Context: an optimization exercise on an open-source flow, tuned for small area. The choices shown serve that exercise and are no tape-out recipe. In this exercise RTL edits were held to simulation tests only and were not proved equivalent to the original. In runs 1 to 7 the design's own scripts or RTL, not TritonCTS, make the clock network. The clock input has no modelled driver; a real chip could not lean on it and would need a root buffer or a full tree. Power is estimated from default activity; no workload was simulated.

## design.v

```verilog
module debouncing #(
    parameter integer THRESHOLD = 100
)(
    input  wire clk,
    input  wire reset,
    input  wire btn,
    output reg  transmit
);
    reg ff1, ff2;
    reg [6:0] cnt;
    function automatic h(input [5:0] x);
        h = ~(x[5] ^ (x[4] & ~(x[1] ^ x[3])));
    endfunction
    wire top    = &cnt;                  
    wire bottom = ~|cnt;                 
    wire f = (cnt[6] ^ h(cnt[5:0])) | top;
    wire g = (cnt[0] ^ h(cnt[6:1])) & ~bottom;
    always @(posedge clk) begin
        if (reset) begin
            ff1 <= 1'b0;
            ff2 <= 1'b0;
            cnt <= 7'd0;
            transmit <= 1'b0;
        end else begin
            ff1 <= btn;
            ff2 <= ff1;
            cnt <= ff2 ? {cnt[5:0], f} : {g, cnt[6:1]};
            transmit <= top;
        end
    end
endmodule
module transmitter #(
    parameter integer CLK_FREQ  = 1000000,
    parameter integer BAUD_RATE = 9600
)(
    input  wire        clk,
    input  wire        reset,
    input  wire [7:0]  data_in,
    input  wire        transmit,
    output wire        txd,
    output wire        tx_done,
    output wire        mem_we      
);
    localparam integer BAUD_COUNT = CLK_FREQ / BAUD_RATE;
    localparam [3:0] S_DONE = 4'd0, S_IDLE_WE = 4'd1, S_IDLE = 4'd2,
                     S_PRE_WE = 4'd5, S_PRE = 4'd6, S_START = 4'd7;
    reg [3:0] st;
    reg [6:0] baudcnt;
    reg [7:0] data;
    wire active  = st[3] | st[2];
    wire baud_end = ~baudcnt[6] & baudcnt[5] & ~baudcnt[4] & baudcnt[1] & ~baudcnt[0];    
    wire idle    = ~st[3] & ~st[2];
    always @(posedge clk) begin
        baudcnt <= (active & ~baud_end) ? {~baudcnt[5:0], baudcnt[0] ^ baudcnt[6]} : 7'd0;
        if (idle & transmit) data <= data_in;
    end
    always @(posedge clk) begin
        if (reset) begin
            st <= S_IDLE;
        end else begin
            if (idle) begin
                if (st == S_DONE) st <= transmit ? S_PRE_WE : S_IDLE_WE;
                else              st <= transmit ? S_PRE    : S_IDLE;
            end else if (st == S_PRE_WE || baud_end) begin
                st <= st + 4'd1;
            end
        end
    end
    assign txd     = st[3] ? data[st[2:0]] : (st != S_START);
    assign tx_done = (st == S_DONE);
    assign mem_we  = (st == S_IDLE_WE) | (st == S_PRE_WE);
endmodule
module receiver #(
    parameter integer CLK_FREQ   = 1000000,
    parameter integer BAUD_RATE  = 9600,
    parameter integer DIV_SAMPLE = 4
)(
    input  wire       clk,
    input  wire       rst,
    input  wire       rxd,
    output wire [7:0] rxddata,
    output wire       data_ready,
    output wire       mem_re       
);
    reg [4:0] baudcnt;
    wire tick = baudcnt[4] & baudcnt[2] & baudcnt[0];    
    always @(posedge clk) begin
        if (rst | tick) baudcnt <= 5'd0;
        else            baudcnt <= {~baudcnt[3:0], baudcnt[1] ^ baudcnt[4]};
    end
    reg [1:0] sc;
    reg [3:0] bc;
    reg [9:1] rxshift;
    wire idle   = bc[3] & bc[2];
    wire active = ~bc[3] | (~bc[2] & ~bc[1]);
    wire ready  = bc[3] & bc[1] & ~bc[0] & ~bc[2];
    wire re     = bc[3] & ~bc[2] & bc[1] & bc[0];
    wire sc_last   = sc[1] & ~sc[0];       
    wire sc_sample = ~sc[1] & sc[0];       
    assign rxddata = rxshift[8:1];
    always @(posedge clk) begin
        if (rst) begin
            sc <= 2'b00;
            bc <= 4'hF;
            rxshift <= 9'h1FF;
        end else begin
            if (tick & active) begin
                sc <= {sc[0], ~sc[1]};
                if (sc_sample) rxshift <= {rxd, rxshift[9:2]};
            end
            if (re)
                bc <= 4'hF;
            else if (ready | (tick & ((active & sc_last) | (idle & ~rxd))))
                bc <= bc + 4'd1;
        end
    end
    assign data_ready = ready;
    assign mem_re     = re;
endmodule
module shared_mem #(
    parameter integer WIDTH = 8
)(
    input  wire clk,
    input  wire we,
    input  wire [WIDTH-1:0] wdata,
    input  wire re,
    output reg  [WIDTH-1:0] rdata
);
    reg [WIDTH-1:0] last;
    always @(posedge clk) begin
        if (we) last <= wdata;
        if (re) rdata <= last;
    end
endmodule
module topmodule #(
    parameter integer CLK_FREQ = 1000000,
    parameter integer BAUD_RATE = 9600,
    parameter integer DB_THRES = 100
)(
    input  wire [7:0] data_in,
    input  wire clk,
    input  wire btn,
    input  wire reset,
    output wire txd,
    output wire [7:0] mem_out_data,
    output wire [3:0] mem_wr_addr,
    output wire tx_done_dbg,
    output wire rx_ready_dbg,
    output wire [7:0] rx_byte_dbg
);
    wire transmit_db;
    wire tx_done;
    wire rx_ready;
    wire mem_we, mem_re;
    reg [3:0] write_addr;
    debouncing #(.THRESHOLD(DB_THRES)) DB (
        .clk(clk), .reset(reset), .btn(btn), .transmit(transmit_db)
    );
    transmitter #(.CLK_FREQ(CLK_FREQ), .BAUD_RATE(BAUD_RATE)) TX (
        .clk(clk), .reset(reset), .data_in(data_in),
        .transmit(transmit_db), .txd(txd), .tx_done(tx_done), .mem_we(mem_we)
    );
    receiver #(.CLK_FREQ(CLK_FREQ), .BAUD_RATE(BAUD_RATE)) RX (
        .clk(clk), .rst(reset), .rxd(txd), .rxddata(rx_byte_dbg),
        .data_ready(rx_ready), .mem_re(mem_re)
    );
    shared_mem #(.WIDTH(8)) MEM (
        .clk(clk), .we(mem_we), .wdata(data_in), .re(mem_re), .rdata(mem_out_data)
    );
    always @(posedge clk) begin
        if (reset) write_addr <= 4'd0;
        else if (tx_done) write_addr <= write_addr + 4'd1;
    end
    assign mem_wr_addr = write_addr;
    assign tx_done_dbg = tx_done;
    assign rx_ready_dbg = rx_ready;
endmodule
```

## flow/run.sh

```bash
#!/bin/bash
# Standard ORFS layout (bash standard.sh) with three changes: gates downsized after synthesis (post_floorplan.tcl), buf_1 cells as
# the port buffers, and TritonCTS's clock tree replaced by one level of
# clock buffers (see pre_cts.tcl). Tool output goes to standard.log and to
# ORFS's own logs under orfs/logs.
set -euo pipefail
here=$(pwd)
export BUFFER_PORTS_ARGS="-buffer_cell sky130_fd_sc_hd__buf_1"
export PRE_CTS_TCL="$here/flow/pre_cts.tcl"
export POST_FLOORPLAN_TCL="$here/flow/post_floorplan.tcl"
export CLK_BUF_CELL="${CLK_BUF_CELL:-sky130_fd_sc_hd__clkbuf_8}"
export NCLK="${NCLK:-4}"
bash standard.sh > standard.log 2>&1
```

## flow/post_floorplan.tcl

```tcl
# Synthesis (ABC) upsizes some gates for speed that the 10 ns clock does not
# need. Swap every combinational cell for the smallest cell of the same
# family (same function and pins, e.g. o2bb2ai_4 -> o2bb2ai_1); the later
# repair steps size up again wherever slew, capacitance or timing need it.
set db [ord::get_db]
set block [ord::get_db_block]
set dont_use [split $::env(DONT_USE_CELLS)]
set swapped 0
foreach inst [$block getInsts] {
  set master [$inst getMaster]
  set name [$master getName]
  if {![regexp {^(sky130_fd_sc_hd__)([a-z0-9]+)_([0-9]+)$} $name -> pfx base drive]} { continue }
  if {[$master isSequential]} { continue }
  if {[string match "df*" $base] || [string match "edf*" $base] || [string match "sdf*" $base] ||
      [string match "dl*" $base] || [string match "clk*" $base] || [string match "conb" $base] ||
      [string match "tap*" $base] || [string match "fill*" $base] || [string match "decap*" $base]} { continue }
  set best $master
  set best_area [expr {[$master getWidth] * [$master getHeight]}]
  foreach d {0 1 2} {
    set cand_name "${pfx}${base}_$d"
    if {$cand_name eq $name || [lsearch -exact $dont_use $cand_name] >= 0} { continue }
    set cand [$db findMaster $cand_name]
    if {$cand eq "NULL" || $cand eq ""} { continue }
    set a [expr {[$cand getWidth] * [$cand getHeight]}]
    if {$a < $best_area} { set best $cand; set best_area $a }
  }
  if {$best ne $master} {
    puts "downsize [$inst getName]: $name -> [$best getName]"
    $inst swapMaster $best
    incr swapped
  }
}
puts "downsized $swapped cells"
```

## flow/pre_cts.tcl

```tcl
# Replace TritonCTS's H-tree (9 buffers for ~70 sinks) with one level of
# clock buffers: the clock sinks are split into NCLK groups by position
# (halves in x, then halves in y) and each group gets its own buffer, placed
# at the group's centre and driven by the clock port.
set block [ord::get_db_block]
set dbu [$block getDbUnitsPerMicron]
set clk_net [$block findNet clk]
set sinks {}
foreach it [$clk_net getITerms] {
  set inst [$it getInst]
  set loc [$inst getLocation]
  lappend sinks [list [lindex $loc 0] [lindex $loc 1] "[$inst getName]/[[$it getMTerm] getName]"]
}
proc split_groups {groups axis} {
  set out {}
  foreach g $groups {
    set s [lsort -integer -index $axis $g]
    set h [expr {[llength $s] / 2}]
    lappend out [lrange $s 0 [expr {$h - 1}]] [lrange $s $h end]
  }
  return $out
}
set groups [list $sinks]
set ng $::env(NCLK)
set axis 0
while {[llength $groups] < $ng} {
  set groups [split_groups $groups $axis]
  set axis [expr {1 - $axis}]
}
set i 0
foreach g $groups {
  set sx 0; set sy 0; set pins {}
  foreach s $g {
    set sx [expr {$sx + [lindex $s 0]}]
    set sy [expr {$sy + [lindex $s 1]}]
    lappend pins [get_pins [lindex $s 2]]
  }
  set n [llength $g]
  set cx [expr {double($sx) / $n / $dbu}]
  set cy [expr {double($sy) / $n / $dbu}]
  puts "clock group $i: $n sinks, buffer at $cx $cy"
  insert_buffer -buffer_cell $::env(CLK_BUF_CELL) -net clk -load_pins $pins \
    -location [list $cx $cy] -buffer_name clkbuf_$i -net_name clk_$i
  incr i
}
rename clock_tree_synthesis orig_clock_tree_synthesis
proc clock_tree_synthesis {args} { puts "clock_tree_synthesis skipped: clock buffers inserted by pre_cts.tcl" }
```

## standard.sh

```bash
#!/bin/bash
# synth_recipe.tcl (not shown) runs the flow's synth.tcl, then flattens the netlist and writes it again
# the make line also repeats each setting of config.mk as NAME=value (left out here)
make -C /OpenROAD-flow-scripts/flow DESIGN_CONFIG=/design/flow/config.mk WORK_HOME=/design/flow/orfs CLKGATE_MAP_FILE= SYNTH_SCRIPT=/design/flow/synth_recipe.tcl "${@:-finish}"
```

## config.mk

```make
export PLATFORM = sky130hd
export DESIGN_NAME = topmodule
export DESIGN_NICKNAME = topmodule
export VERILOG_FILES = /design/flow/design.v
export SDC_FILE = /design/flow/constraint.sdc
export NUM_CORES = 4
export LEC_CHECK = 0
export CAP_MARGIN = 20
export CORE_MARGIN = 2
export CORE_UTILIZATION = 40
export SLEW_MARGIN = 20
```

## constraint.sdc

```tcl
create_clock -name core_clock -period 10.0 [get_ports {clk}]
set_input_delay 2.0000 -clock core_clock [delete_from_list [all_inputs] [get_ports {clk}]]
set_output_delay 2.0000 -clock core_clock [all_outputs]
set_load 0.01 [all_outputs]
```

==> flow_summary.json, run 1 <==
{
  "grt_first_pass_wirelength_um": 7514,
  "grtUsageTotal": 0.1153,
  "diodes": 0,
  "drc": 0,
  "clk_pin_slew_ns": 0.10,
  "clock_latency_ns": 0.16,
  "cp_num_buf_inv": 1,
  "postCtsResizedCells": 0,
  "maxCapViolations": 0,
  "async_flop_share": 0,
  "gp_congestion": 0.7661,
  "worstPathArrival_ns": 1.81,
  "ys.warnings.count": 5,
  "fp.dieH_um": 88.60,
  "synthSimpleGateAreaFrac": 0.1792,
  "status": "no timing/DRC/antenna violations",
  "nets": 298,
  "portBuffers": 33,
  "place_hpwl_um": 3140,
  "grt_overflow_total": 0,
  "slowest_delay_ns": 0.58,
  "drt_pass1_iterations": 4,
  "min_period_over_period": 0.3812,
  "startpoint_type": "flip-flop",
  "powerDensity_nw_per_um2": 137.2,
  "ir_drop_mv": 0.06896,
  "grt_max_degree": 30,
  "drt_iter0_markers": 73,
  "worstMarginPinSlew_ns": 0.9441,
  "fmax_mhz": 262.3,
  "cp-end-kind": "output port",
  "synth_seq_cells": 69,
  "core_sq_um": 6869,
  "power_uw": 407.4,
  "tns_ns": 0,
  "vias": 1806,
  "ant_nets": 0,
  "synth-xor-area-share": 0.02448,
  "fp.dieW_um": 88.60,
  "synthCells": 264,
  "drive_gt1_frac": 0.03571,
  "syn_to_final_growth_pct": 3.715,
  "pin_count": 34,
  "synth_compound_area_frac": 0.1010,
  "netlist.area_leader.share": 0.3147,
  "relSlewSlack": 0.3693,
  "path_cells": "mux2_1, or3_1, nand3_1, a21oi_1, buf_1",
  "initial_core_util": 0.4168,
  "antenna_found_initial": 0,
  "yosysTopAreaCell": "dfxtp_1",
  "grt_pass1_vias": 1642,
  "cp_max_fo": 10,
  "clock_skew_ns": 0.01392,
  "avgSynthCellArea_sq_um": 10.84,
  "finalHoldViolCount": 0,
  "crit_required_ns": 8.00,
  "ys_types": 52,
  "rows": 30,
  "worstHoldPathType": "reg2reg",
  "synth-seq-area-share": 0.5664,
  "rsz0062_at_grt": "false",
  "period_needed_ns": 3.812,
  "vias_per_cell": 4.803,
  "synth_edf_count": 24,
  "fin_util": 0.4322,
  "whs_ns": 0.3890,
  "finalSetupViolCount": 0,
  "critical_path_class": "reg2out",
  "path_delay_family": "flip-flops",
  "crit_slowest_cell": "dfxtp_1",
  "synth_top_family_by_area": "simple AND/OR/NAND/NOR gates",
  "syn_area_sq_um": 2863,
  "synth.area.mux_share": 0.04851,
  "dieArea_sq_um": 7850,
  "synthFlopType": "dfxtp_1",
  "synthAdderAreaFrac": 0.02185,
  "post-cts-setup-buffers": 0,
  "synthTopCellsByArea": "dfxtp_1 (31%), edfxtp_1 (25%), nor2_1 (4.1%), nand2_1 (3.8%), mux2i_1 (3.1%)",
  "fillerInstances": 672,
  "wire_per_inst_um": 12.17,
  "postSynthNetCount": 280,
  "leakagePower_uw": 0.001082,
  "drv_slew": 0,
  "postCtsHoldBufs": 0,
  "routed_wl_um": 4576
}
==> through the flow <==
step | area, sq um | worst slack, ns | instances
floorplan | 2863 | 6.665 | 264
global placement | 2914 | 6.401 | 372
detailed placement | 2914 | 6.367 | 372
CTS | 2969 | 6.366 | 376
global route | 2969 | 6.088 | 376
finish | 2969 | 6.188 | 376
==> layout by cell type (no fill, tap or decap), drive strengths merged, types with 2 or more instances in the layout <==
cell type,netlist,final
dfxtp,45,45
buf,14,34
nor2,31,31
nand2,29,29
edfxtp,24,24
nand3,12,12
a21oi,10,10
mux2i,9,9
inv,7,7
nor2b,6,6
ha,5,5
or3,4,4
and2,4,4
nor3,4,4
nand4,4,4
o211ai,4,4
xor2,4,4
xnor2,4,4
clkbuf,8,4
mux2,4,4
and3,3,3
or2,2,2
o21ai,2,2
nor3b,2,2
o2bb2ai,2,2
o21a,2,2
a311oi,2,2
==> cells in the mapped netlist (2+ instances only) <==
master,count
clkbuf_1,8
dfxtp_1,45
or3_1,3
nor2b_1,6
buf_2,2
nand4_1,4
o211ai_1,4
buf_6,3
ha_1,5
o21ai_1,2
mux2i_1,9
or2_2,2
a311oi_1,2
and2_1,4
inv_1,7
buf_4,9
edfxtp_1,24
xnor2_1,4
xor2_1,4
mux2_2,3
a21oi_1,10
nand2_1,29
nor2_1,31
nand3_1,12
and3_1,2
nor3_1,4
==> final timing paths <==
path / startpoint / to / slack [ns] / depth (start not counted)
max reg2reg: TX.st[0]$_SDFFE_PP0P_ / RX.bc[1]$_SDFFE_PP1P_ / 7.87 / 5
max: TX.st[0]$_SDFFE_PP0P_ / txd / 6.19 / 5
min: TX.baudcnt[2]$_SDFF_PN0_ / TX.baudcnt[3]$_SDFF_PN0_ / 0.39 / 1
min reg2reg: TX.baudcnt[2]$_SDFF_PN0_ / TX.baudcnt[3]$_SDFF_PN0_ / 0.39 / 1
==> metal layers <==
metal,up-vias,global-route usage,share of wire
li1,940,-,-
met1,837,0.1641,0.48
met2,24,0.1962,0.46
met3,5,0.01399,0.044
met4,0,0.01240,0.013
met5,-,0,0
==> cell families after synthesis <==
logic type / Yosys count
buf+inv: 29
xor+xnor: 8
fa+ha+maj: 5
mux: 13
flops: 69
compound gates: 35
simple gates: 105
==> worst reg2reg max path, cell delays in order (launching register included) <==
cell     delay [ns]
dfxtp_1        0.58
mux2_1         0.37
or3_1          0.33
a31oi_1        0.44
o21ai_1        0.12
a31o_1         0.21
==> power breakdown <==
group          internal [uW]  switching (uW)
logic                   4.04            5.58
clock network           37.2            66.7
registers                291            2.39
==> flip-flops by register name, summed over array words and instances (netlist names), 5 cells and up <==
signal,cells
TX.baudcnt,7
RX.baudcnt,5
MEM.last,8
MEM.rdata,8
TX.data,8
DB.cnt,7
RX.rxshift,9
==> layout make-up, clock buffers not listed <==
| type | instances | area (sq um) | share of cell area |
|---|---|---|---|
| inverter | 7 | 26.28 | 0.008850 |
| multi-input combinational | 166 | 1015 | 0.3418 |
| timing repair buffer | 34 | 131.4 | 0.04425 |
| tap | 96 | 120.1 | 0.04046 |
| sequential | 69 | 1622 | 0.5461 |
==> run 2: changes to the inputs <==
--- a/config.mk
+++ b/config.mk
@@ -6,4 +6,5 @@
 export NUM_CORES = 4
 export LEC_CHECK = 0
+export ABC_AREA = 1
 export CAP_MARGIN = 20
 export CORE_MARGIN = 2
==> flow_summary.json, run 2 <==
{
  "status": "no timing/DRC/antenna violations",
  "yosysMostFrequentCell": "nand2_1",
  "final_cells": 384,
  "startpoint_type": "flip-flop",
  "relSlewSlack": 0.4596,
  "finalSetupViolCount": 0,
  "clk_pin_slew_ns": 0.10,
  "ys_types": 31,
  "tns_ns": 0,
  "antenna_found_initial": 0,
  "crit_required_ns": 8.00,
  "grt_max_degree": 24,
  "postCtsResizedCells": 0,
  "portBuffers": 33,
  "setup_slack_ns": 6.587,
  "synth-seq-area-share": 0.6008,
  "drt_pass1_iterations": 4,
  "power_uw": 418.3,
  "netlist.area_leader.share": 0.3338,
  "wire_per_inst_um": 11.37,
  "diodes": 0,
  "async_flop_share": 0,
  "initial_core_util": 0.4202,
  "postSynthNetCount": 299,
  "drc": 0,
  "vias_per_cell": 4.766,
  "rows": 29,
  "dieArea_sq_um": 7420,
  "synthTopCellsByArea": "dfxtp_1 (33%), edfxtp_1 (27%), nand2_1 (6.8%), nand3_1 (4.8%), nor2_1 (3.9%)",
  "core_sq_um": 6422,
  "ir_drop_mv": 0.07434,
  "final_common_cell": "nand2_1",
  "worstPathArrival_ns": 1.41,
  "leakagePower_uw": 0.001140,
  "synth_common_cells": "nand2_1 (49), dfxtp_1 (45), nor2_1 (28)",
  "avgSynthCellArea_sq_um": 9.537,
  "period_needed_ns": 3.413,
  "synth_seq_cells": 69,
  "grtUsageTotal": 0.1182,
  "worstMarginPinSlew_ns": 0.8076,
  "top_register": "RX.rxshift",
  "nets": 325,
  "largest_register_ff_count": 9,
  "routed_wl_um": 4365,
  "maxCapViolations": 0,
  "vias": 1830,
  "grt_pass1_vias": 1643,
  "postCtsHoldBufs": 0,
  "grt_overflow_total": 0,
  "syn_to_final_growth_pct": 5.749,
  "cp-end-kind": "output port",
  "finalHoldViolCount": 0,
  "syn_area_sq_um": 2699,
  "dpl_worst_slack_ns": 6.711,
  "min_period_over_period": 0.3413,
  "clock_latency_ns": 0.16,
  "clock_skew_ns": 0.007567,
  "synthCells": 283,
  "drv_slew": 0,
  "critical_path_class": "reg2out",
  "drt_iter0_markers": 93,
  "pin_count": 34,
  "synth_edf_count": 24,
  "worstHoldPathType": "reg2reg",
  "synthFlopType": "dfxtp_1",
  "fmax_mhz": 293.0,
  "post-cts-setup-buffers": 0,
  "place_hpwl_um": 3177,
  "yosysTopAreaCell": "dfxtp_1",
  "final_cell_mix": "nand2_1 (50), dfxtp_1 (45), buf_1 (33), nor2_1 (30), nand3_1 (28)",
  "ys.warnings.count": 5,
  "ant_nets": 0,
  "rsz0062_at_grt": "false",
  "drive_gt1_frac": 0.03257,
  "fp.dieH_um": 86.14,
  "powerDensity_nw_per_um2": 146.6,
  "cp_max_fo": 8,
  "place_inst": 380,
  "fp.dieW_um": 86.14,
  "grt_first_pass_wirelength_um": 7417,
  "gp_congestion": 0.8501
}
[run 2: cell families (layout without fill, tap and decap cells)]
family                     Yosys count  count (layout)  share of synthesized area
xor gates and xnor gates             7               7                    0.02272
and+or+nand+nor                    121             121                     0.1994
adders and majority gates            5               5                    0.02318
AOI/OAI and AO/OA                   37              37                    0.07696
buffers and inverters               44              68                    0.07696
DFF                                 69              69                     0.6008
[run 2: where the power goes]
part	switching [uW]	total [uW]	internal (uW)
clock network	64.2	101	37.1
registers	4.40	298	294
logic	10.3	18.6	8.23
[run 2: layout make-up, clock buffers not listed]
type | instances | area [sq um]
Fill cell | 640 | 3568
Inverter | 31 | 121.4
Multi-Input combinational cell | 170 | 835.8
Sequential cell | 69 | 1622
Tap cell | 77 | 96.34
Timing Repair Buffer | 33 | 123.9
[run 2: final timing paths]
check,start,to,slack (ns),cells after the start
worst max-delay path,TX.st[0]$_SDFFE_PP0P_,txd,6.59,8
worst min-delay path,TX.baudcnt[2]$_SDFF_PN0_,TX.baudcnt[3]$_SDFF_PN0_,0.39,1
worst max register to register,RX.bc[1]$_SDFFE_PP1P_,RX.rxshift[9]$_SDFFE_PP1P_,8.20,8
worst min register to register,TX.baudcnt[2]$_SDFF_PN0_,TX.baudcnt[3]$_SDFF_PN0_,0.39,1
[run 2: per-stage QoR]
| stage | util | area, sq um | hold WS [ns] |
|---|---|---|---|
| after floorplan | - | 2699 | 0.3682 |
| after global placement | 0.4358 | 2799 | 0.3723 |
| after detailed placement | 0.4358 | 2799 | 0.3762 |
| after CTS | 0.4444 | 2854 | 0.3774 |
| after global routing | 0.4444 | 2854 | 0.3973 |
| final | 0.4444 | 2854 | 0.3893 |
[run 2: metal layers]
metal  wire [um]  vias to the layer above  part of all wire  track usage
li1            -                      974                 -            -
met1        2142                      824              0.49       0.1678
met2        1987                       25              0.46       0.1980
met3         134                        7             0.031     0.009625
met4         102                        0             0.023      0.02453
met5           0                        -                 0            0
[run 2: worst max-delay path: stages, from the launching register on]
cell and delay [ns]:
dfxtp_1 0.50, inv_2 0.13, nand2_1 0.07, nand3_1 0.07, nand3_1 0.10, nand2_1 0.07, nand2_1 0.09, nand2_1 0.09
buf_1 0.14
==> run 3: changes to the inputs <==
--- a/design.v
+++ b/design.v
@@ -10,5 +10,5 @@
     reg [6:0] cnt;
     function automatic h(input [5:0] x);
-        h = ~(x[5] ^ (x[4] & ~(x[1] ^ x[3])));
+        h = ~(x[3] ^ (x[1] | (x[0] & x[2])));
     endfunction
     wire top    = &cnt;                  
==> flow/run.sh (replaced) <==
#!/bin/bash
# Standard ORFS layout (bash standard.sh), with these changes:
#  - after the standard synthesis, the gates between the registers are
#    re-mapped by ABC for area (resyn.tcl); registers keep names and cells;
#  - gates downsized after floorplan (post_floorplan.tcl);
#  - buf_1 cells as the port buffers;
#  - TritonCTS's clock tree replaced by one level of clock buffers
#    (pre_cts.tcl).
# Each tool's output goes to its own log here and to ORFS's logs in orfs/logs.
set -euo pipefail
here=$(pwd)
export BUFFER_PORTS_ARGS="-buffer_cell sky130_fd_sc_hd__buf_1"
export PRE_CTS_TCL="$here/flow/pre_cts.tcl"
export POST_FLOORPLAN_TCL="$here/flow/post_floorplan.tcl"
export CLK_BUF_CELL="${CLK_BUF_CELL:-sky130_fd_sc_hd__clkbuf_8}"
export NCLK="${NCLK:-4}"
bash standard.sh synth > synth.log 2>&1
res=$here/orfs/results/$FLOW_PLATFORM/topmodule/base
cp $res/1_2_yosys.v $here/standard_synth.v
YOSYS=yosys
[ -x "$FLOW_HOME/../tools/install/yosys/bin/yosys" ] && YOSYS="$FLOW_HOME/../tools/install/yosys/bin/yosys"
RESYN_LIB=$FLOW_HOME/platforms/$FLOW_PLATFORM/lib/sky130_fd_sc_hd__tt_025C_1v80.lib \
RESYN_NETLIST=$res/1_2_yosys.v RESYN_ABC=$here/flow/resyn.abc RESYN_DIR=$here \
  $YOSYS -c $here/flow/resyn.tcl > resyn.log 2>&1
bash standard.sh do-1_synth > synth_odb.log 2>&1
bash standard.sh > standard.log 2>&1
==> flow/resyn.abc (new file) <==
strash
dc2
dch -f
amap
==> flow/resyn.tcl (new file) <==
# Re-map the combinational logic of the standard synthesis netlist for area.
# The registers (dfxtp/edfxtp instances) are kept as they are, with their
# names and cell types; only the gates between them are re-mapped by ABC.
yosys -import
set lib $::env(RESYN_LIB)
set net $::env(RESYN_NETLIST)
read_liberty -ignore_miss_func $lib
read_verilog $net
hierarchy -top $::env(FLOW_TOP)
set seq {}
foreach c {dfxtp_1 dfxtp_2 dfxtp_4 edfxtp_1 dfrtp_1 dfstp_1 dfxbp_1 dfrbp_1 sdfxtp_1 dlxtp_1} { lappend seq sky130_fd_sc_hd__$c }
blackbox {*}$seq
flatten
opt_clean -purge
tee -o $::env(RESYN_DIR)/before.stat stat -liberty $lib
abc -liberty $lib -dont_use sky130_fd_sc_hd__lpflow_* -dont_use sky130_fd_sc_hd__probe* -script $::env(RESYN_ABC)
opt_clean -purge
splitnets
opt_clean -purge
hilomap -singleton -hicell sky130_fd_sc_hd__conb_1 HI -locell sky130_fd_sc_hd__conb_1 LO
insbuf -buf sky130_fd_sc_hd__buf_4 A X
tee -o $::env(RESYN_DIR)/after.stat stat -liberty $lib
write_verilog -noattr -nohex -nodec $net
--- a/config.mk
+++ b/config.mk
@@ -6,5 +6,4 @@
 export NUM_CORES = 4
 export LEC_CHECK = 0
-export ABC_AREA = 1
 export CAP_MARGIN = 20
 export CORE_MARGIN = 2
==> flow_summary.json, run 3 <==
{
  "hold_path_depth": 1,
  "reg2regPathDepth": 6,
  "final_cells": 333,
  "critical_path_class": "reg2out",
  "pin_count": 34,
  "largest_register_ff_count": 9,
  "ant_nets": 0,
  "cp-end-kind": "output port",
  "place_hpwl_um": 2765,
  "vias_per_cell": 4.940,
  "fillerInstances": 575,
  "period_needed_ns": 3.734,
  "ir_drop_mv": 0.07121,
  "whs_endpoint": "TX.baudcnt[3]$_SDFF_PN0_",
  "dieArea_sq_um": 6793,
  "finalHoldViolCount": 0,
  "grtUsageTotal": 0.1173,
  "dpl_worst_slack_ns": 6.438,
  "crit_slowest_cell": "dfxtp_1",
  "crit_required_ns": 8.00,
  "finalSetupViolCount": 0,
  "antenna_found_initial": 0,
  "avgSynthCellArea_sq_um": 10.65,
  "maxCapViolations": 0,
  "fmax_mhz": 267.8,
  "r2r_start": "RX.baudcnt[4]$_SDFF_PP0_",
  "slowest_delay_ns": 0.46,
  "drv_slew": 0,
  "leakagePower_uw": 0.0009036,
  "routed_wl_um": 3903,
  "core_sq_um": 5921,
  "final_cell_mix": "dfxtp_1 (45), nor2_1 (41), buf_1 (33), edfxtp_1 (24), nand2_1 (18)",
  "cp_num_buf_inv": 2,
  "initial_core_util": 0.4155,
  "fp.dieH_um": 82.42,
  "path_cells": "clkinv_1, o22ai_1, a22o_1, o221ai_1, and2_0, buf_1",
  "nets": 271,
  "setup_slack_ns": 6.266,
  "cp_max_fo": 9,
  "syn_to_final_growth_pct": 8.037,
  "grt_pass1_vias": 1411,
  "post-cts-setup-buffers": 0,
  "grt_overflow_total": 0,
  "worstHoldPathType": "reg2reg",
  "grt_first_pass_wirelength_um": 6458,
  "rsz0062_at_grt": "false",
  "clock_skew_ns": 0.01191,
  "rows": 28,
  "startpoint_type": "flip-flop",
  "vias": 1645,
  "relSlewSlack": 0.5695,
  "place_inst": 329,
  "r2r_slack_ns": 7.47,
  "tns_ns": 0,
  "powerDensity_nw_per_um2": 154.6,
  "r2r_end": "RX.rxshift[9]$_SDFFE_PP1P_",
  "synthCells": 231,
  "drc": 0,
  "drt_pass1_iterations": 4,
  "postSynthNetCount": 242,
  "postCtsResizedCells": 0,
  "top_register": "RX.rxshift",
  "grt_max_degree": 23,
  "worstPathArrival_ns": 1.73,
  "portBuffers": 33,
  "drive_gt1_frac": 0.02326,
  "drt_iter0_markers": 109,
  "fp.dieW_um": 82.42,
  "power_uw": 410.8,
  "gp_congestion": 0.7796,
  "worstMarginPinSlew_ns": 0.6434,
  "crit_cells": 6,
  "hp-start": "TX.baudcnt[2]$_SDFF_PN0_",
  "clk_pin_slew_ns": 0.10,
  "clock_latency_ns": 0.16,
  "min_period_over_period": 0.3734,
  "syn_area_sq_um": 2460,
  "status": "no timing/DRC/antenna violations",
  "path_delay_family": "compound AO/OA/AOI/OAI gates",
  "ys.warnings.count": 5,
  "final_common_cell": "dfxtp_1",
  "wire_per_inst_um": 11.72,
  "postCtsHoldBufs": 0,
  "diodes": 0
}
[run 3: layout make-up, clock buffers not listed]
cell class,instances,area (sq um),area share
timing repair buffer,35,138.9,0.05226
sequential,69,1622,0.6102
inverter,16,60.06,0.02260
multi-input combinational,134,688.2,0.2589
tap,75,93.84,0.03531
[run 3: routing by layer]
metal	part of all wire	wire length (um)	global-route usage	vias up
li1	-	-	-	872
met1	0.50	1963	0.1756	744
met2	0.45	1737	0.1887	27
met3	0.046	181	0.01304	2
met4	0.0054	21	0.01333	0
met5	0	0	0	-
[run 3: worst max-delay path by stage]
stage	startpoint	endpoint
global route	TX.st[0]$_SDFFE_PP0P_	txd
detailed placement	TX.st[0]$_SDFFE_PP0P_	txd
global placement	TX.st[0]$_SDFFE_PP0P_	txd
CTS	TX.st[0]$_SDFFE_PP0P_	txd
finish	TX.st[0]$_SDFFE_PP0P_	txd
floorplan	TX.st[0]$_SDFFE_PP0P_	txd
[run 3: stage by stage]
step	utilization	area [sq um]	hold WS (ns)
after floorplan	-	2460	0.3682
after global placement	0.4396	2603	0.3696
after detailed placement	0.4396	2603	0.3763
after CTS	0.4489	2658	0.3763
after global routing	0.4489	2658	0.4025
final	0.4489	2658	0.3871
[run 3: worst reg2reg max path, cell delays in order, from the launching register on]
cell      delay [ns]
dfxtp_1         0.36
nand3_1         0.15
a211oi_1        0.49
nand2_1         0.14
nor2_1          0.50
clkinv_1        0.40
a221o_1         0.40
[run 3: power by group]
group / leakage, uW / total [uW] / switching, uW / internal [uW]
Combinational: 0.000293 / 12.5 / 7.46 / 4.99
Clock: 0.0000288 / 102 / 65.3 / 37.1
Sequential: 0.000581 / 296 / 2.94 / 293
Total: 0.000904 / 411 / 75.7 / 335
==> run 4: changes to the inputs <==
--- a/design.v
+++ b/design.v
@@ -10,5 +10,5 @@
     reg [6:0] cnt;
     function automatic h(input [5:0] x);
-        h = ~(x[3] ^ (x[1] | (x[0] & x[2])));
+        h = ~(x[5] ^ (x[4] & ~(x[1] ^ x[3])));
     endfunction
     wire top    = &cnt;                  
==> flow_summary.json, run 4 <==
{
  "routed_wl_um": 4283,
  "critical_path_class": "in2reg",
  "final_area_sq_um": 2674,
  "crit_required_ns": 10.05,
  "relSlewSlack": 0.3360,
  "dieArea_sq_um": 6875,
  "grt_max_degree": 19,
  "worstHoldPathType": "reg2reg",
  "top_register": "RX.rxshift",
  "nets": 277,
  "drt_pass1_iterations": 4,
  "clock_latency_ns": 0.16,
  "diodes": 0,
  "vias_per_cell": 5.035,
  "worstPathArrival_ns": 3.69,
  "wire_per_inst_um": 12.63,
  "drive_gt1_frac": 0.01515,
  "initial_core_util": 0.4183,
  "r2r_slack_ns": 7.08,
  "startpoint": "reset",
  "ir_drop_mv": 0.09852,
  "largest_register_ff_count": 9,
  "fp.dieH_um": 82.92,
  "placed_area_sq_um": 2619,
  "tns_ns": 0,
  "antenna_found_initial": 0,
  "pin_count": 34,
  "ys.warnings.count": 5,
  "gp_congestion": 0.8151,
  "rsz0062_at_grt": "false",
  "finalHoldViolCount": 0,
  "drv_slew": 0,
  "rows": 28,
  "drc": 0,
  "finalSetupViolCount": 0,
  "grt_overflow_total": 0,
  "portBuffers": 33,
  "final_common_cell": "dfxtp_1",
  "final_cell_mix": "dfxtp_1 (45), nor2_1 (41), buf_1 (33), clkinv_1 (25), edfxtp_1 (24)",
  "grtUsageTotal": 0.1232,
  "postSynthNetCount": 250,
  "period_needed_ns": 3.648,
  "synthCells": 239,
  "post-cts-setup-buffers": 0,
  "avgSynthCellArea_sq_um": 10.42,
  "syn_area_sq_um": 2491,
  "place_inst": 335,
  "core_sq_um": 5956,
  "worstMarginPinSlew_ns": 0.9884,
  "vias": 1707,
  "status": "no timing/DRC/antenna violations",
  "grt_pass1_vias": 1509,
  "hp-start": "RX.baudcnt[3]$_SDFF_PP0_",
  "leakagePower_uw": 0.0008867,
  "powerDensity_nw_per_um2": 151.4,
  "postCtsResizedCells": 0,
  "cp-end-kind": "flip-flop",
  "fp.dieW_um": 82.92,
  "syn_to_final_growth_pct": 7.333,
  "clk_pin_slew_ns": 0.10,
  "r2r_start": "RX.baudcnt[4]$_SDFF_PP0_",
  "maxCapViolations": 0,
  "final_cells": 339,
  "drt_iter0_markers": 136,
  "fmax_mhz": 274.1,
  "cp_max_fo": 18,
  "min_period_over_period": 0.3648,
  "grt_first_pass_wirelength_um": 7348,
  "startpoint_type": "primary input",
  "clock_skew_ns": 0.01170,
  "ant_nets": 0,
  "postCtsHoldBufs": 0,
  "place_hpwl_um": 3106
}
[run 4: area by class of cell, clock buffers not listed]
class                           instances  area [sq um]
Tap cell                               75         93.84
Inverter                               25         93.84
Sequential cell                        69          1622
Multi-Input combinational cell        133         685.7
Fill cell                             587          3282
Timing Repair Buffer                   33         123.9
[run 4: per-layer routing]
layer  part of all wire  global-route usage  routed length [um]
met1               0.50              0.1861                2150
met2               0.45              0.1994                1913
met3              0.040             0.01292                 173
met4              0.011             0.01043                  45
met5                  0                   0                   0
[run 4: critical path, cell delays in order]
cell and delay, ns:
buf_1 0.60, clkinv_1 0.61, nand2_1 0.36, o32ai_1 0.12
[run 4: through the flow]
step	total power, uW	utilization	setup slack, ns	hold WS [ns]
3_3_place_gp	307.5	0.4397	6.184	0.3700
2_1_floorplan	303.4	-	6.834	0.3682
3_5_place_dp	307.8	0.4397	6.120	0.3762
5_1_grt	422.5	0.4490	6.081	0.4015
6_report	404.9	0.4490	6.352	0.3874
4_1_cts	385.9	0.4490	6.130	0.3781
[run 4: worst paths after layout]
check	end	cells after the start
min	RX.baudcnt[4]$_SDFF_PP0_	1
max reg2reg	RX.rxshift[9]$_SDFFE_PP1P_	6
min reg2reg	RX.baudcnt[4]$_SDFF_PP0_	1
max	DB.cnt[0]$_SDFF_PP0_	4
[run 4: power by group]
group / leakage, uW / switching (uW) / internal (uW) / total [uW]
clock network: 0.0000288 / 66.5 / 37.2 / 104
logic: 0.000277 / 5.47 / 2.75 / 8.22
registers: 0.000581 / 1.46 / 292 / 293
total: 0.000887 / 73.5 / 331 / 405
==> run 5: changes to the inputs <==
--- a/design.v
+++ b/design.v
@@ -10,5 +10,5 @@
     reg [6:0] cnt;
     function automatic h(input [5:0] x);
-        h = ~(x[5] ^ (x[4] & ~(x[1] ^ x[3])));
+        h = ~(x[3] ^ (x[1] | (x[0] & x[2])));
     endfunction
     wire top    = &cnt;                  
--- a/flow/run.sh
+++ b/flow/run.sh
@@ -2,5 +2,5 @@
 # Standard ORFS layout (bash standard.sh), with these changes:
 #  - after the standard synthesis, the gates between the registers are
-#    re-mapped by ABC for area (resyn.tcl); registers keep names and cells;
+#    re-mapped by ABC for area (resyn.tcl, several ABC scripts, smallest kept); registers keep names and cells;
 #  - gates downsized after floorplan (post_floorplan.tcl);
 #  - buf_1 cells as the port buffers;
@@ -20,7 +20,19 @@
 YOSYS=yosys
 [ -x "$FLOW_HOME/../tools/install/yosys/bin/yosys" ] && YOSYS="$FLOW_HOME/../tools/install/yosys/bin/yosys"
-RESYN_LIB=$FLOW_HOME/platforms/$FLOW_PLATFORM/lib/sky130_fd_sc_hd__tt_025C_1v80.lib \
-RESYN_NETLIST=$res/1_2_yosys.v RESYN_ABC=$here/flow/resyn.abc RESYN_DIR=$here \
-  $YOSYS -c $here/flow/resyn.tcl > resyn.log 2>&1
+# Re-map with several ABC scripts and keep the smallest netlist.
+mkdir -p $here/resyn
+best=""; best_area=""
+for abc in $here/flow/abc_*.abc; do
+  name=$(basename $abc .abc)
+  if RESYN_LIB=$FLOW_HOME/platforms/$FLOW_PLATFORM/lib/sky130_fd_sc_hd__tt_025C_1v80.lib \
+     RESYN_IN=$here/standard_synth.v RESYN_OUT=$here/resyn/$name.v RESYN_ABC=$abc \
+     $YOSYS -c $here/flow/resyn.tcl > $here/resyn/$name.log 2>&1; then
+    area=$(grep -m1 "Chip area" $here/resyn/$name.v.stat | awk '{print $NF}')
+    echo "$name $area" >> $here/resyn/areas.txt
+    if [[ -z "$best" ]] || awk "BEGIN{exit !($area < $best_area)}"; then best=$name; best_area=$area; fi
+  fi
+done
+echo "best $best $best_area" >> $here/resyn/areas.txt
+if [[ -n "$best" ]]; then cp $here/resyn/$best.v $res/1_2_yosys.v; fi
 bash standard.sh do-1_synth > synth_odb.log 2>&1
 bash standard.sh > standard.log 2>&1
==> flow/abc_amap.abc (new file) <==
strash
dc2
dch -f
amap
==> flow/abc_map.abc (new file) <==
strash
dch -f
map -a
==> flow/abc_nf.abc (new file) <==
strash
&get -n
&dch -f
&nf -R 1000
&put
==> flow/abc_nfa.abc (new file) <==
strash
dc2
&get -n
&dch -f
&nf -a -R 1000
&put
==> flow/abc_syn2nf.abc (new file) <==
strash
&get -n
&st
&syn2
&dch -f
&nf -a -R 1000
&put
==> flow/resyn.tcl (replaced) <==
# Re-map the combinational logic of the standard synthesis netlist for area
# with the ABC script RESYN_ABC, writing RESYN_OUT.
# The registers (dfxtp/edfxtp instances) are kept as they are, with their
# names and cell types; only the gates between them are re-mapped by ABC.
yosys -import
set lib $::env(RESYN_LIB)
set net $::env(RESYN_IN)
read_liberty -ignore_miss_func $lib
read_verilog $net
hierarchy -top $::env(FLOW_TOP)
set seq {}
foreach c {dfxtp_1 dfxtp_2 dfxtp_4 edfxtp_1 dfrtp_1 dfstp_1 dfxbp_1 dfrbp_1 sdfxtp_1 dlxtp_1} { lappend seq sky130_fd_sc_hd__$c }
blackbox {*}$seq
flatten
opt_clean -purge
tee -o $::env(RESYN_OUT).before.stat stat -liberty $lib
abc -liberty $lib -dont_use sky130_fd_sc_hd__lpflow_* -dont_use sky130_fd_sc_hd__probe* -script $::env(RESYN_ABC)
opt_clean -purge
splitnets
opt_clean -purge
hilomap -singleton -hicell sky130_fd_sc_hd__conb_1 HI -locell sky130_fd_sc_hd__conb_1 LO
insbuf -buf sky130_fd_sc_hd__buf_4 A X
tee -o $::env(RESYN_OUT).stat stat -liberty $lib
write_verilog -noattr -nohex -nodec $::env(RESYN_OUT)
removed: flow/resyn.abc
==> flow_summary.json, run 5 <==
{
  "status": "no timing/DRC/antenna violations",
  "worstMarginPinSlew_ns": 0.6434,
  "rows": 28,
  "dieArea_sq_um": 6793,
  "cp_max_fo": 9,
  "maxCapViolations": 0,
  "fmax_mhz": 267.8,
  "rsz0062_at_grt": "false",
  "finalHoldViolCount": 0,
  "startpoint_type": "flip-flop",
  "r2r_start": "RX.baudcnt[4]$_SDFF_PP0_",
  "fillerInstances": 575,
  "startpoint": "TX.st[0]$_SDFFE_PP0P_",
  "clock_skew_ns": 0.01191,
  "final_cell_mix": "dfxtp_1 (45), nor2_1 (41), buf_1 (33), edfxtp_1 (24), nand2_1 (18)",
  "routed_wl_um": 3903,
  "wire_per_inst_um": 11.72,
  "clk_pin_slew_ns": 0.10,
  "crit_required_ns": 8.00,
  "final_common_cell": "dfxtp_1",
  "grt_first_pass_wirelength_um": 6458,
  "r2r_slack_ns": 7.47,
  "largest_register_ff_count": 9,
  "ir_drop_mv": 0.07121,
  "finalSetupViolCount": 0,
  "vias": 1645,
  "postSynthNetCount": 242,
  "powerDensity_nw_per_um2": 154.6,
  "synthCells": 231,
  "ys.warnings.count": 5,
  "core_sq_um": 5921,
  "avgSynthCellArea_sq_um": 10.65,
  "postCtsHoldBufs": 0,
  "worstHoldPathType": "reg2reg",
  "place_hpwl_um": 2765,
  "period_needed_ns": 3.734,
  "min_period_over_period": 0.3734,
  "fp.dieW_um": 82.42,
  "grt_max_degree": 23,
  "drt_pass1_iterations": 4,
  "ant_nets": 0,
  "fin_util": 0.4489,
  "syn_area_sq_um": 2460,
  "gp_congestion": 0.7796,
  "clock_latency_ns": 0.16,
  "relSlewSlack": 0.5695,
  "hp-start": "TX.baudcnt[2]$_SDFF_PN0_",
  "initial_core_util": 0.4155,
  "leakagePower_uw": 0.0009036,
  "top_register": "RX.rxshift",
  "grt_pass1_vias": 1411,
  "syn_to_final_growth_pct": 8.037,
  "fp.dieH_um": 82.42,
  "postCtsResizedCells": 0,
  "diodes": 0,
  "nets": 271,
  "drv_slew": 0,
  "vias_per_cell": 4.940,
  "antenna_found_initial": 0,
  "drt_iter0_markers": 109,
  "cp-end-kind": "output port",
  "worstPathArrival_ns": 1.73,
  "grtUsageTotal": 0.1173,
  "dpl_worst_slack_ns": 6.438,
  "drive_gt1_frac": 0.02326,
  "setup_slack_ns": 6.266,
  "tns_ns": 0,
  "portBuffers": 33,
  "critical_path_class": "reg2out",
  "post-cts-setup-buffers": 0,
  "drc": 0,
  "grt_overflow_total": 0,
  "pin_count": 34
}
[run 5: cell types whose count changed in the layout (fill, tap and decap cells not counted), moves of 3 or more]
cell	delta
o21a_1	-4
clkinv_1	-9
a21oi_1	+3
nand2_1	-3
o21ai_0	+3
[run 5: path summary, 6_finish.rpt]
check                          endpoint  depth (start not counted)
min            TX.baudcnt[3]$_SDFF_PN0_                          1
max reg2reg  RX.rxshift[9]$_SDFFE_PP1P_                          6
min reg2reg    TX.baudcnt[3]$_SDFF_PN0_                          1
max                                 txd                          6
[run 5: cell type report, clock buffers not listed]
| class | count | area (sq um) | area share |
|---|---|---|---|
| flip-flops and latches | 69 | 1622 | 0.6102 |
| well taps | 75 | 93.84 | 0.03531 |
| multi-input cells | 134 | 688.2 | 0.2589 |
| repair buffers | 35 | 138.9 | 0.05226 |
| inverters | 16 | 60.06 | 0.02260 |
[run 5: where the power goes]
group | leakage (uW) | total (uW) | internal (uW) | switching [uW]
clock network | 0.0000288 | 102 | 37.1 | 65.3
registers | 0.000581 | 296 | 293 | 2.94
logic | 0.000293 | 12.5 | 4.99 | 7.46
[run 5: worst max-delay path, cell delays in order (launching register included)]
cell and delay, ns:
dfxtp_1 0.46, clkinv_1 0.26, o22ai_1 0.22, a22o_1 0.16, o221ai_1 0.12, and2_0 0.23
buf_1 0.14
[run 5: stage by stage]
stage | hold WS [ns] | total power [uW] | std cells | instance area, sq um
floorplan | 0.3682 | 309.3 | 231 | 2460
global placement | 0.3696 | 314.8 | 329 | 2603
detailed placement | 0.3763 | 314.9 | 329 | 2603
CTS | 0.3763 | 393.2 | 333 | 2658
global route | 0.4025 | 431.6 | 333 | 2658
finish | 0.3871 | 410.8 | 333 | 2658
[run 5: layer usage]
layer / wire [um] / vias up / track usage
li1: - / 872 / -
met1: 1963 / 744 / 0.1756
met2: 1737 / 27 / 0.1887
met3: 181 / 2 / 0.01304
met4: 21 / 0 / 0.01333
met5: 0 / - / 0
==> run 6: changes to the inputs <==
--- a/flow/run.sh
+++ b/flow/run.sh
@@ -14,5 +14,5 @@
 export POST_FLOORPLAN_TCL="$here/flow/post_floorplan.tcl"
 export CLK_BUF_CELL="${CLK_BUF_CELL:-sky130_fd_sc_hd__clkbuf_8}"
-export NCLK="${NCLK:-4}"
+export NCLK="${NCLK:-3}"
 bash standard.sh synth > synth.log 2>&1
 res=$here/orfs/results/$FLOW_PLATFORM/topmodule/base
==> flow/abc_amap2.abc (new file) <==
strash
dc2
dch -f
amap
strash
dch -f
amap
==> flow/abc_amapm.abc (new file) <==
strash
dc2
dc2
dch -f
amap -m
==> flow/abc_famap.abc (new file) <==
strash
fraig
dc2
dch -f
amap
--- a/flow/pre_cts.tcl
+++ b/flow/pre_cts.tcl
@@ -1,5 +1,5 @@
 # Replace TritonCTS's H-tree (9 buffers for ~70 sinks) with one level of
 # clock buffers: the clock sinks are split into NCLK groups by position
-# (halves in x, then halves in y) and each group gets its own buffer, placed
+# (halves in x, then halves in y; strips in x when NCLK is not a power of two) and each group gets its own buffer, placed
 # at the group's centre and driven by the clock port.
 set block [ord::get_db_block]
@@ -21,10 +21,20 @@
   return $out
 }
-set groups [list $sinks]
 set ng $::env(NCLK)
-set axis 0
-while {[llength $groups] < $ng} {
-  set groups [split_groups $groups $axis]
-  set axis [expr {1 - $axis}]
+if {($ng & ($ng - 1)) == 0} {
+  set groups [list $sinks]
+  set axis 0
+  while {[llength $groups] < $ng} {
+    set groups [split_groups $groups $axis]
+    set axis [expr {1 - $axis}]
+  }
+} else {
+  # not a power of two: NCLK strips of equal sink count along x
+  set s [lsort -integer -index 0 $sinks]
+  set groups {}
+  set n [llength $s]
+  for {set k 0} {$k < $ng} {incr k} {
+    lappend groups [lrange $s [expr {$k * $n / $ng}] [expr {($k + 1) * $n / $ng - 1}]]
+  }
 }
 set i 0
--- a/flow/resyn.tcl
+++ b/flow/resyn.tcl
@@ -20,5 +20,4 @@
 opt_clean -purge
 hilomap -singleton -hicell sky130_fd_sc_hd__conb_1 HI -locell sky130_fd_sc_hd__conb_1 LO
-insbuf -buf sky130_fd_sc_hd__buf_4 A X
 tee -o $::env(RESYN_OUT).stat stat -liberty $lib
 write_verilog -noattr -nohex -nodec $::env(RESYN_OUT)
--- a/config.mk
+++ b/config.mk
@@ -9,3 +9,4 @@
 export CORE_MARGIN = 2
 export CORE_UTILIZATION = 40
+export GPL_TIMING_DRIVEN = 0
 export SLEW_MARGIN = 20
==> flow_summary.json, run 6 <==
{
  "portBuffers": 33,
  "gp_congestion": 0.7576,
  "place_hpwl_um": 2758,
  "grt_first_pass_wirelength_um": 6686,
  "clock_latency_ns": 0.18,
  "placed_area_sq_um": 2580,
  "grtUsageTotal": 0.1224,
  "ys.warnings.count": 5,
  "largest_register_ff_count": 9,
  "nets": 270,
  "drv_slew": 0,
  "drt_iter0_markers": 93,
  "synthCells": 221,
  "fp.dieW_um": 80.83,
  "diodes": 0,
  "crit_required_ns": 8.00,
  "fmax_mhz": 256.6,
  "leakagePower_uw": 0.0008690,
  "vias_per_cell": 5.009,
  "dieArea_sq_um": 6533,
  "grt_pass1_vias": 1471,
  "final_cell_mix": "dfxtp_1 (45), nor2_1 (38), buf_1 (32), edfxtp_1 (24), nand2_1 (19)",
  "finalHoldViolCount": 0,
  "syn_area_sq_um": 2361,
  "initial_core_util": 0.4210,
  "critical_path_class": "reg2out",
  "grt_overflow_total": 0,
  "top_register": "RX.rxshift",
  "drive_gt1_frac": 0.01946,
  "worstMarginPinSlew_ns": 0.8343,
  "fillerInstances": 563,
  "startpoint_type": "flip-flop",
  "status": "no timing/DRC/antenna violations",
  "rsz0062_at_grt": "false",
  "antenna_found_initial": 0,
  "vias": 1648,
  "powerDensity_nw_per_um2": 153.1,
  "drt_pass1_iterations": 4,
  "grt_max_degree": 24,
  "dpl_worst_slack_ns": 5.977,
  "core_sq_um": 5608,
  "worstHoldPathType": "reg2reg",
  "final_common_cell": "dfxtp_1",
  "clock_skew_ns": 0.003740,
  "drc": 0,
  "seq_area_sq_um": 1622,
  "finalSetupViolCount": 0,
  "rows": 27,
  "clk_pin_slew_ns": 0.12,
  "cp_max_fo": 8,
  "setup_slack_ns": 6.103,
  "multi_input_area_sq_um": 680.7,
  "relSlewSlack": 0.4379,
  "fp.dieH_um": 80.83,
  "avgSynthCellArea_sq_um": 10.68,
  "final_cells": 329,
  "ir_drop_mv": 0.1172,
  "worstPathArrival_ns": 1.90,
  "maxCapViolations": 0,
  "cp-end-kind": "output port",
  "wire_per_inst_um": 11.84,
  "post-cts-setup-buffers": 0,
  "postSynthNetCount": 232,
  "tns_ns": 0,
  "postCtsHoldBufs": 0,
  "postCtsResizedCells": 0,
  "min_period_over_period": 0.3897,
  "routed_wl_um": 3894,
  "place_inst": 326,
  "syn_to_final_growth_pct": 11.08,
  "ant_nets": 0,
  "period_needed_ns": 3.897,
  "final_area_sq_um": 2623,
  "pin_count": 34
}
==> run 6: critical path, cell delays in order, from the launching register on <==
cell      delay (ns)
dfxtp_1         0.50
clkinv_1        0.27
o22ai_1         0.25
a221oi_1        0.11
nor3_1          0.32
nor2_1          0.12
buf_1           0.15
==> run 6: where the power goes <==
| group | internal (uW) | switching, uW |
|---|---|---|
| logic | 4.87 | 7.54 |
| registers | 293 | 2.89 |
| clock network | 28.3 | 64.8 |
| total | 326 | 75.3 |
==> run 6: area by class of cell, clock buffers not listed <==
type                       count  share of cell area
sequential                    69              0.6183
timing repair buffer          33             0.04771
multi-input combinational    135              0.2595
inverter                      17             0.02433
tap                           72             0.03435
==> run 6: metrics by stage <==
step | hold WS [ns] | total power (uW) | utilization
final | 0.3909 | 401.5 | 0.4676
after global routing | 0.3939 | 417.9 | 0.4676
after CTS | 0.3738 | 384.2 | 0.4674
after detailed placement | 0.3726 | 314.7 | 0.4601
after global placement | 0.3695 | 314.5 | 0.4592
after floorplan | 0.3682 | 309.3 | -
==> run 6: final timing paths <==
| check | startpoint | to | slack, ns | cells after the start |
|---|---|---|---|---|
| setup reg to reg | RX.baudcnt[4]$_SDFF_PP0_ | RX.rxshift[9]$_SDFFE_PP1P_ | 7.60 | 6 |
| hold reg to reg | TX.baudcnt[2]$_SDFF_PN0_ | TX.baudcnt[3]$_SDFF_PN0_ | 0.39 | 1 |
| setup / recovery | TX.st[0]$_SDFFE_PP0P_ | txd | 6.10 | 6 |
| hold / removal | TX.baudcnt[2]$_SDFF_PN0_ | TX.baudcnt[3]$_SDFF_PN0_ | 0.39 | 1 |
==> run 6: layer usage <==
layer  up-vias  routed length, um  track usage
li1        864                  -            -
met1       761               1900       0.1725
met2        19               1844       0.2149
met3         4                109     0.008889
met4         0                 40      0.01186
met5         -                  0            0
==> run 7: changes to the inputs <==
--- a/flow/resyn.tcl
+++ b/flow/resyn.tcl
@@ -20,4 +20,5 @@
 opt_clean -purge
 hilomap -singleton -hicell sky130_fd_sc_hd__conb_1 HI -locell sky130_fd_sc_hd__conb_1 LO
+insbuf -buf sky130_fd_sc_hd__buf_4 A X
 tee -o $::env(RESYN_OUT).stat stat -liberty $lib
 write_verilog -noattr -nohex -nodec $::env(RESYN_OUT)
--- a/config.mk
+++ b/config.mk
@@ -9,4 +9,3 @@
 export CORE_MARGIN = 2
 export CORE_UTILIZATION = 40
-export GPL_TIMING_DRIVEN = 0
 export SLEW_MARGIN = 20
==> flow_summary.json, run 7 <==
{
  "dieArea_sq_um": 6770,
  "finalHoldViolCount": 0,
  "grt_pass1_vias": 1454,
  "largest_register_ff_count": 9,
  "clock_latency_ns": 0.18,
  "grt_max_degree": 24,
  "nets": 272,
  "place_hpwl_um": 2816,
  "drt_iter0_markers": 38,
  "drt_pass1_iterations": 4,
  "fp.dieH_um": 82.28,
  "cp-end-kind": "output port",
  "diodes": 0,
  "startpoint": "TX.st[0]$_SDFFE_PP0P_",
  "r2r_end": "RX.rxshift[9]$_SDFFE_PP1P_",
  "grt_overflow_total": 0,
  "final_common_cell": "dfxtp_1",
  "clk_pin_slew_ns": 0.12,
  "r2r_slack_ns": 7.54,
  "worstMarginPinSlew_ns": 0.8484,
  "postCtsHoldBufs": 0,
  "core_sq_um": 5921,
  "pin_count": 34,
  "rsz0062_at_grt": "false",
  "fmax_mhz": 267.9,
  "worstHoldPathType": "reg2reg",
  "whs_ns": 0.3901,
  "powerDensity_nw_per_um2": 152.2,
  "drv_slew": 0,
  "clock_skew_ns": 0.003289,
  "crit_slowest_cell": "dfxtp_1",
  "top_register": "RX.rxshift",
  "antenna_found_initial": 0,
  "initial_core_util": 0.4140,
  "path_cells": "clkinv_1, o22ai_1, a221oi_1, nor3_1, nor2_1, buf_1",
  "hold_path_depth": 1,
  "critical_path_class": "reg2out",
  "fp.dieW_um": 82.28,
  "period_needed_ns": 3.733,
  "tns_ns": 0,
  "maxCapViolations": 0,
  "use_met3": 0.007609,
  "syn_to_final_growth_pct": 7.504,
  "slowest_delay_ns": 0.48,
  "relSlewSlack": 0.4284,
  "drive_gt1_frac": 0.01931,
  "portBuffers": 33,
  "drc": 0,
  "final_area_sq_um": 2635,
  "reg2regPathDepth": 6,
  "routed_wl_um": 3840,
  "whs_endpoint": "TX.baudcnt[4]$_SDFF_PN0_",
  "hp-start": "TX.baudcnt[3]$_SDFF_PN0_",
  "gp_congestion": 0.7833,
  "grt_util_met2": 0.2040,
  "ys.warnings.count": 5,
  "syn_area_sq_um": 2451,
  "placed_area_sq_um": 2594,
  "grtUsageTotal": 0.1131,
  "min_period_over_period": 0.3733,
  "grt_busiest_layer": "met2",
  "startpoint_type": "flip-flop",
  "wire_per_inst_um": 11.50,
  "rows": 28,
  "post-cts-setup-buffers": 0,
  "synthCells": 233,
  "fillerInstances": 579,
  "vias_per_cell": 5.027,
  "cp_max_fo": 8,
  "r2r_start": "RX.baudcnt[4]$_SDFF_PP0_",
  "worstPathArrival_ns": 1.73,
  "status": "no timing/DRC/antenna violations",
  "vias": 1679,
  "grt_first_pass_wirelength_um": 6313,
  "finalSetupViolCount": 0,
  "ir_drop_mv": 0.1258,
  "avgSynthCellArea_sq_um": 10.52,
  "final_cell_mix": "dfxtp_1 (45), nor2_1 (38), buf_1 (33), edfxtp_1 (24), nand2_1 (19)",
  "ant_nets": 0,
  "crit_required_ns": 8.00,
  "postSynthNetCount": 244,
  "grt.met1_usage": 0.1548,
  "postCtsResizedCells": 0,
  "leakagePower_uw": 0.0008762
}
## run 7: worst max path at each step
stage	to	slack, ns
after floorplan	txd	6.80
final	txd	6.27
after global routing	txd	6.07
after detailed placement	txd	6.47
after CTS	txd	6.47
after global placement	txd	6.53
## run 7: stage by stage
step           setup slack, ns  total power (uW)    util  instances
3_3_place_gp             6.534             314.9  0.4381        331
3_5_place_dp             6.474             314.9  0.4381        331
5_1_grt                  6.074             416.5  0.4451        334
6_report                 6.267             401.0  0.4451        334
4_1_cts                  6.471             384.4  0.4451        334
2_1_floorplan            6.805             309.3       -        233
## run 7: power breakdown
part / switching (uW) / internal, uW / total (uW)
logic: 7.52 / 5.08 / 12.6
clock network: 64.2 / 28.3 / 92.5
registers: 2.88 / 293 / 296
total: 74.6 / 326 / 401
## run 7: layout make-up, clock buffers not listed
class                      count  area [sq um]  share of cell area
sequential                    69          1622              0.6154
multi-input combinational    135         675.6              0.2564
timing repair buffer          35         138.9             0.05271
tap                           75         93.84             0.03561
inverter                      17         63.81             0.02422
## run 7: metal layers
metal,vias up,wire length (um)
met2,27,1822
met4,0,39
met1,782,1825
met3,5,153
li1,865,-
met5,-,0
## run 7: critical path: cells and delay by family, from the launching register on
| family | cells | cell delay [ns] |
|---|---|---|
| flops | 1 | 0.48 |
| buf+inv | 2 | 0.38 |
| simple gates | 2 | 0.36 |
| compound gates | 2 | 0.34 |
==> run 8: changes to the inputs <==
--- a/flow/run.sh
+++ b/flow/run.sh
@@ -15,4 +15,5 @@
 export CLK_BUF_CELL="${CLK_BUF_CELL:-sky130_fd_sc_hd__clkbuf_8}"
 export NCLK="${NCLK:-3}"
+export CLK_SLEW_GUARD="${CLK_SLEW_GUARD:-0.122}"
 bash standard.sh synth > synth.log 2>&1
 res=$here/orfs/results/$FLOW_PLATFORM/topmodule/base
--- a/flow/pre_cts.tcl
+++ b/flow/pre_cts.tcl
@@ -54,4 +54,29 @@
   incr i
 }
+set_propagated_clock [all_clocks]
+estimate_parasitics -placement
+set guard $::env(CLK_SLEW_GUARD)
+set sizes {sky130_fd_sc_hd__clkbuf_4 sky130_fd_sc_hd__clkbuf_8 sky130_fd_sc_hd__clkbuf_16}
+for {set k 0} {$k < $i} {incr k} {
+  set inst [$block findInst clkbuf_$k]
+  while {1} {
+    set worst 0.0
+    foreach it [[$block findNet clk_$k] getITerms] {
+      if {[$it isInputSignal] || [[$it getMTerm] getName] eq "CLK"} {
+        set pin [get_pins "[[$it getInst] getName]/[[$it getMTerm] getName]"]
+        foreach p {slew_max_rise slew_max_fall} {
+          set sl [get_property $pin $p]
+          if {$sl > $worst} { set worst $sl }
+        }
+      }
+    }
+    set cur [[$inst getMaster] getName]
+    set idx [lsearch -exact $sizes $cur]
+    puts "clock group $k: $cur, estimated worst sink slew $worst"
+    if {$worst <= $guard || $idx < 0 || $idx >= [llength $sizes] - 1} { break }
+    $inst swapMaster [[ord::get_db] findMaster [lindex $sizes [expr {$idx + 1}]]]
+    estimate_parasitics -placement
+  }
+}
 rename clock_tree_synthesis orig_clock_tree_synthesis
 proc clock_tree_synthesis {args} { puts "clock_tree_synthesis skipped: clock buffers inserted by pre_cts.tcl" }
--- a/flow/resyn.tcl
+++ b/flow/resyn.tcl
@@ -20,5 +20,4 @@
 opt_clean -purge
 hilomap -singleton -hicell sky130_fd_sc_hd__conb_1 HI -locell sky130_fd_sc_hd__conb_1 LO
-insbuf -buf sky130_fd_sc_hd__buf_4 A X
 tee -o $::env(RESYN_OUT).stat stat -liberty $lib
 write_verilog -noattr -nohex -nodec $::env(RESYN_OUT)
--- a/config.mk
+++ b/config.mk
@@ -9,3 +9,4 @@
 export CORE_MARGIN = 2
 export CORE_UTILIZATION = 40
+export GPL_TIMING_DRIVEN = 0
 export SLEW_MARGIN = 20
==> flow_summary.json, run 8 <==
{
  "fp.dieH_um": 80.83,
  "stop_stage": "clock tree synthesis (4_1_cts)",
  "gp_congestion": 0.7576,
  "syn_area_sq_um": 2361,
  "avgSynthCellArea_sq_um": 10.68,
  "status": "did not finish",
  "synthCells": 221,
  "postSynthNetCount": 232,
  "place_hpwl_um": 2758,
  "rows": 27,
  "fp.dieW_um": 80.83,
  "placed_area_sq_um": 2580,
  "initial_core_util": 0.4210,
  "firstError": "Error: cts.tcl, 6 invalid command name \"NULL\"",
  "pin_count": 34,
  "ys.warnings.count": 5,
  "portBuffers": 33
}
run 8: stage by stage:
stage               utilization  instances  hold WS [ns]  power (uW)  setup slack [ns]
detailed placement       0.4601        326        0.3726       314.7             5.977
global placement         0.4592        326        0.3695       314.5             6.007
floorplan                     -        221        0.3682       309.3             6.805
run 8: worst max path at each step:
stage                                     to  slack (ns)  cells after the start
detailed placement  RX.baudcnt[0]$_SDFF_PP0_        5.98                      4
global placement    RX.baudcnt[0]$_SDFF_PP0_        6.01                      4
floorplan                                txd        6.80                      5
run 8: power by group through the flow:
stage          Clock, uW  Combinational (uW)  Sequential, uW
2_1_floorplan          0                7.75             302
3_3_place_gp           0                12.3             302
3_5_place_dp           0                12.6             302

==> what the ideal ports hide <==
In the flow no input, the clock included, has a driving cell. The finished layouts below were timed again as built, in two steps. Step 1 sets driving cells, clkbuf_16 on the clock port and buf_2 on the other inputs (assumed; they add their load-dependent delay and slew). Step 2 times the ports against the registers' clock, not the clock port: input delays grow and output delays shrink by t, the midpoint of the rising clock arrivals with the driver on. a / b / c = ideal / step 1 / step 2; a / b = the first two.
| run | t, ns | setup WS [ns] | clock arrival spread, ns |
|---|---|---|---|
| run 1 | 0.214 | 6.188 / 6.130 / 6.344 | 0.014 / 0.014 |
| run 2 | 0.214 | 6.587 / 6.528 / 6.742 | 0.008 / 0.008 |
| run 3 | 0.211 | 6.266 / 6.212 / 6.423 | 0.012 / 0.012 |
| run 4 | 0.212 | 6.352 / 6.308 / 6.169 | 0.012 / 0.012 |
| run 5 | 0.211 | 6.266 / 6.212 / 6.423 | 0.012 / 0.012 |
| run 6 | 0.221 | 6.103 / 6.057 / 6.278 | 0.004 / 0.004 |
| run 7 | 0.221 | 6.267 / 6.220 / 6.441 | 0.003 / 0.004 |
After both steps setup and hold are still met in every run listed. The setup slack of run 4, which loses most, moves by -0.044 ns with the drivers and by -0.183 ns with both steps.
